Context: an optimization exercise on an open-source flow, tuned for small area. The choices shown serve that exercise and are no tape-out recipe. Function was checked by simulation only, so behaviour that the tests miss may differ from the original.

## quartz
==> flow/design.v <==
`timescale 1ns / 1ps
module dac8734_spi (
    input  wire        clk,
    input  wire        reset,
    input  wire [31:0] spi_config_in,
    input  wire        spi_config_selected,
    input  wire [31:0] spi_data_in,
    input  wire        spi_data_selected,
    input  wire        sdi,
    output wire        busy,
    output wire [31:0] spi_data_out,
    output wire        data_write,
    output wire        io_out,
    output wire        io_oe,
    output wire        sck,
    output wire [7:0]  cs
);
localparam [3:0] IDLE0      = 4'b0000,
                 IDLE       = 4'b0010,
                 WAIT0      = 4'b0100,
                 WAIT       = 4'b0110,
                 LOW        = 4'b1000,
                 HIGH       = 4'b1100,
                 LAST_HIGH  = 4'b1110,
                 LAST_LOW   = 4'b1010,
                 EXTEND_LOW = 4'b1001;
reg [3:0] state;
reg       lsb_first, slave_en, end_spi, cspol, cpol, cpha;
reg [7:0] cs_val;
reg [4:0] length;
reg [7:1] clk_div;
reg        busy_state;
reg        spi_start;
reg        data_load;
reg  [4:0] data_remain;
reg  [7:0] count;
reg        sdo;
reg [31:0] sr;
reg  [5:0] nbits;
reg        sck_buffer;
reg  [7:0] cs_buffer;
wire in_frame  = state[3];
wire init      = ~state[3] & state[1];
wire cs_next   = state[3] | state[2];
wire sck_next  = state[3] & state[2];
wire start     = init & spi_start;
wire rcpha     = cpha ^ slave_en;
wire count_end = (count == 8'h1);
reg [3:0] state_n;
reg       data_load_n;
always @(*) begin
    state_n     = state;
    data_load_n = 1'b0;
    case (state)
        IDLE0, IDLE: begin
            if (start) begin
                state_n     = rcpha ? EXTEND_LOW : LOW;
                data_load_n = ~rcpha;
            end else begin
                state_n     = IDLE;
            end
        end
        WAIT0, WAIT: begin
            if (start) begin
                state_n     = rcpha ? EXTEND_LOW : LOW;
                data_load_n = ~rcpha;
            end else begin
                state_n     = WAIT;
            end
        end
        LOW: if (count_end) begin
            state_n     = (data_remain == 5'h0) ? LAST_HIGH : HIGH;
            data_load_n = rcpha;
        end
        HIGH: if (count_end) begin
            state_n     = LOW;
            data_load_n = ~rcpha;
        end
        LAST_HIGH: if (count_end) begin
            state_n     = LAST_LOW;
            data_load_n = ~rcpha & ~slave_en;
        end
        LAST_LOW: if (count_end) begin
            state_n     = end_spi ? IDLE0 : WAIT0;
        end
        EXTEND_LOW: if (count_end) begin
            state_n     = LOW;
        end
        default: ;
    endcase
end
wire load_sr = ~in_frame & ~start & (init | ~busy_state);
integer i;
reg [31:0] rx_mask;
wire [1:0] p = nbits[4:3];
wire [2:0] q = nbits[2:0];
wire [3:0] g = {1'b0, p[1] & p[0], p[1], p[1] | p[0]};
wire [3:0] e = {p[1] & p[0], p[1] & ~p[0], ~p[1] & p[0], ~p[1] & ~p[0]};
wire [7:0] t;
assign t[0] = |q;
assign t[1] = q[2] | q[1];
assign t[2] = q[2] | (q[1] & q[0]);
assign t[3] = q[2];
assign t[4] = q[2] & (q[1] | q[0]);
assign t[5] = q[2] & q[1];
assign t[6] = q[2] & q[1] & q[0];
assign t[7] = 1'b0;
wire [3:0] rg = nbits[5] ? 4'hf : lsb_first ? g : {g[0], g[1], g[2], g[3]};
wire [3:0] re = lsb_first ? e : {e[0], e[1], e[2], e[3]};
wire [7:0] ct = lsb_first ? t : {t[0], t[1], t[2], t[3], t[4], t[5], t[6], t[7]};
wire [3:0] rge = rg | re;
always @(*)
    for (i = 0; i < 32; i = i + 1)
        rx_mask[i] = rge[i / 8] & (rg[i / 8] | ct[i % 8]);
always @(posedge clk) begin
    if (reset) begin
        state      <= IDLE0;
        busy_state <= 1'b0;
        data_load  <= 1'b0;
        {lsb_first, slave_en, end_spi, cs_val, length, cspol, cpol, cpha, clk_div} <= 26'h0;
    end else begin
        state     <= state_n;
        data_load <= data_load_n;
        if (~in_frame)
            busy_state <= start | (spi_data_selected & ~state[2]);
        if (spi_config_selected & ~busy_state)
            {lsb_first, slave_en, end_spi, cs_val, length, cspol, cpol, cpha, clk_div} <=
                {spi_config_in[31:29], spi_config_in[23:1]};
    end
end
always @(posedge clk) begin
    spi_start <= spi_data_selected & ~busy_state;
    if (~in_frame)
        data_remain <= length;
    else if (state == HIGH && count_end)
        data_remain <= data_remain - 5'h1;
    if (in_frame & ~count_end)
        count <= count - 8'h1;
    else
        count <= {1'b0, clk_div};
    if (load_sr)
        for (i = 0; i < 32; i = i + 1)
            sr[i] <= spi_data_in[31 - i];
    else if (data_load)
        sr <= lsb_first ? {sr[30:0], sdi} : {sdi, sr[31:1]};
    sck_buffer <= sck_next ^ cpol;
    cs_buffer  <= ~({8{cspol}} ^ ({8{cs_next}} & cs_val));
end
always @(posedge clk) begin
    if (reset | init) begin
        sdo   <= 1'b0;
        nbits <= 6'h0;
    end else if (data_load) begin
        sdo   <= ~nbits[5] & (lsb_first ? sr[31] : sr[0]);
        nbits <= nbits + 6'h1;
    end
end
assign busy         = busy_state;
assign spi_data_out = sr & rx_mask;
assign data_write   = slave_en & ~state[3] & ~state[1] & (state[2] | busy_state);
assign io_out       = sdo;
assign io_oe        = ~slave_en;
assign sck          = sck_buffer;
assign cs           = cs_buffer;
endmodule
==> flow/config.mk <==
export PLATFORM = sky130hd
export DESIGN_NAME = dac8734_spi
export DESIGN_NICKNAME = dac8734_spi
export VERILOG_FILES = /design/flow/design.v
export SDC_FILE = /design/flow/constraint.sdc
export NUM_CORES = 4
export LEC_CHECK = 0
export ABC_AREA = 1
export CAP_MARGIN = 20
export CORE_MARGIN = 2
export CORE_UTILIZATION = 40
export SLEW_MARGIN = 20
==> flow/constraint.sdc <==
create_clock -name core_clock -period 10.0 [get_ports {clk}]
set_input_delay 2.0000 -clock core_clock [delete_from_list [all_inputs] [get_ports {clk}]]
set_output_delay 2.0000 -clock core_clock [all_outputs]
set_load 0.01 [all_outputs]
standard.sh (not shown) runs the stock make flow with config.mk's settings and CLKGATE_MAP_FILE= SYNTH_SCRIPT=/design/flow/synth_recipe.tcl, a recipe that flattens the netlist after the stock synthesis.
==> flow/flow/run.sh <==
#!/bin/bash
# Own layout flow: the standard ORFS flow (standard.sh, unchanged synthesis),
# with smaller port buffers and a leaner clock tree, set through the ORFS
# variables BUFFER_PORTS_ARGS and CTS_ARGS. Each tool's output goes to its own
# log file here; ORFS's per-step logs stay under orfs/logs/.
set -euo pipefail
source flow/knobs.sh
bash standard.sh > standard.log 2>&1
==> flow/flow/knobs.sh <==
export BUFFER_PORTS_ARGS="-buffer_cell sky130_fd_sc_hd__buf_1"
export CTS_ARGS="-sink_clustering_enable -repair_clock_nets -dont_use_dummy_load -buf_list sky130_fd_sc_hd__clkbuf_4 -root_buf sky130_fd_sc_hd__clkbuf_8"
The following lists how juniper was set up differently from quartz:
diff --git a/flow/design.v b/flow/design.v
--- a/flow/design.v
+++ b/flow/design.v
@@ -42,11 +42,11 @@
 wire in_frame  = state[3];
 wire init      = ~state[3] & state[1];
 wire cs_next   = state[3] | state[2];
 wire sck_next  = state[3] & state[2];
 wire start     = init & spi_start;
-wire rcpha     = cpha ^ slave_en;
+wire rcpha     = cpha;
 wire count_end = (count == 8'h1);
 reg [3:0] state_n;
 reg       data_load_n;
 always @(*) begin
     state_n     = state;
@@ -123,11 +123,11 @@
         data_load <= data_load_n;
         if (~in_frame)
             busy_state <= start | (spi_data_selected & ~state[2]);
         if (spi_config_selected & ~busy_state)
             {lsb_first, slave_en, end_spi, cs_val, length, cspol, cpol, cpha, clk_div} <=
-                {spi_config_in[31:29], spi_config_in[23:1]};
+                {spi_config_in[31:29], spi_config_in[23:9], spi_config_in[8] ^ spi_config_in[30], spi_config_in[7:1]};
     end
 end
 always @(posedge clk) begin
     spi_start <= spi_data_selected & ~busy_state;
     if (~in_frame)
## What came out
On wire length of the first global-routing pass, juniper tracks quartz almost exactly. Post-synthesis sequential area ratio, quartz and juniper: larger value in juniper. juniper ends up with a adder-cell share of the synthesized area that is 0.24 points lower than in quartz. Looking at quartz and juniper, the global-route track usage on met2 is a wash. Taking quartz as the reference point, the post-synthesis to final-layout area growth of juniper rises by 0.71 points.

[what the ideal ports hide]
The flow's constraints put no driver on any port. The routed layouts listed below were extracted and timed again, unchanged, in two steps. Step 1 assumes that a clkbuf_16 drives the clock port and a buf_2 every other input. Step 2 adds t to the input delays and takes it off the output delays; t is the mean of the earliest and latest rising clock arrival at the registers after step 1. Input paths then give back, and output paths get back, about the clock's delay inside the block. Slacks: no drivers / after step 1 / after step 2; pairs: no drivers / after step 1.
| run | t, ns | setup WS [ns] | worst setup path at the end |
|---|---|---|---|
| quartz | 0.384 | 5.369 / 5.339 / 5.722 | register to output |
| juniper | 0.385 | 4.959 / 4.926 / 5.311 | register to output |
After both steps setup and hold are still met in every run listed.
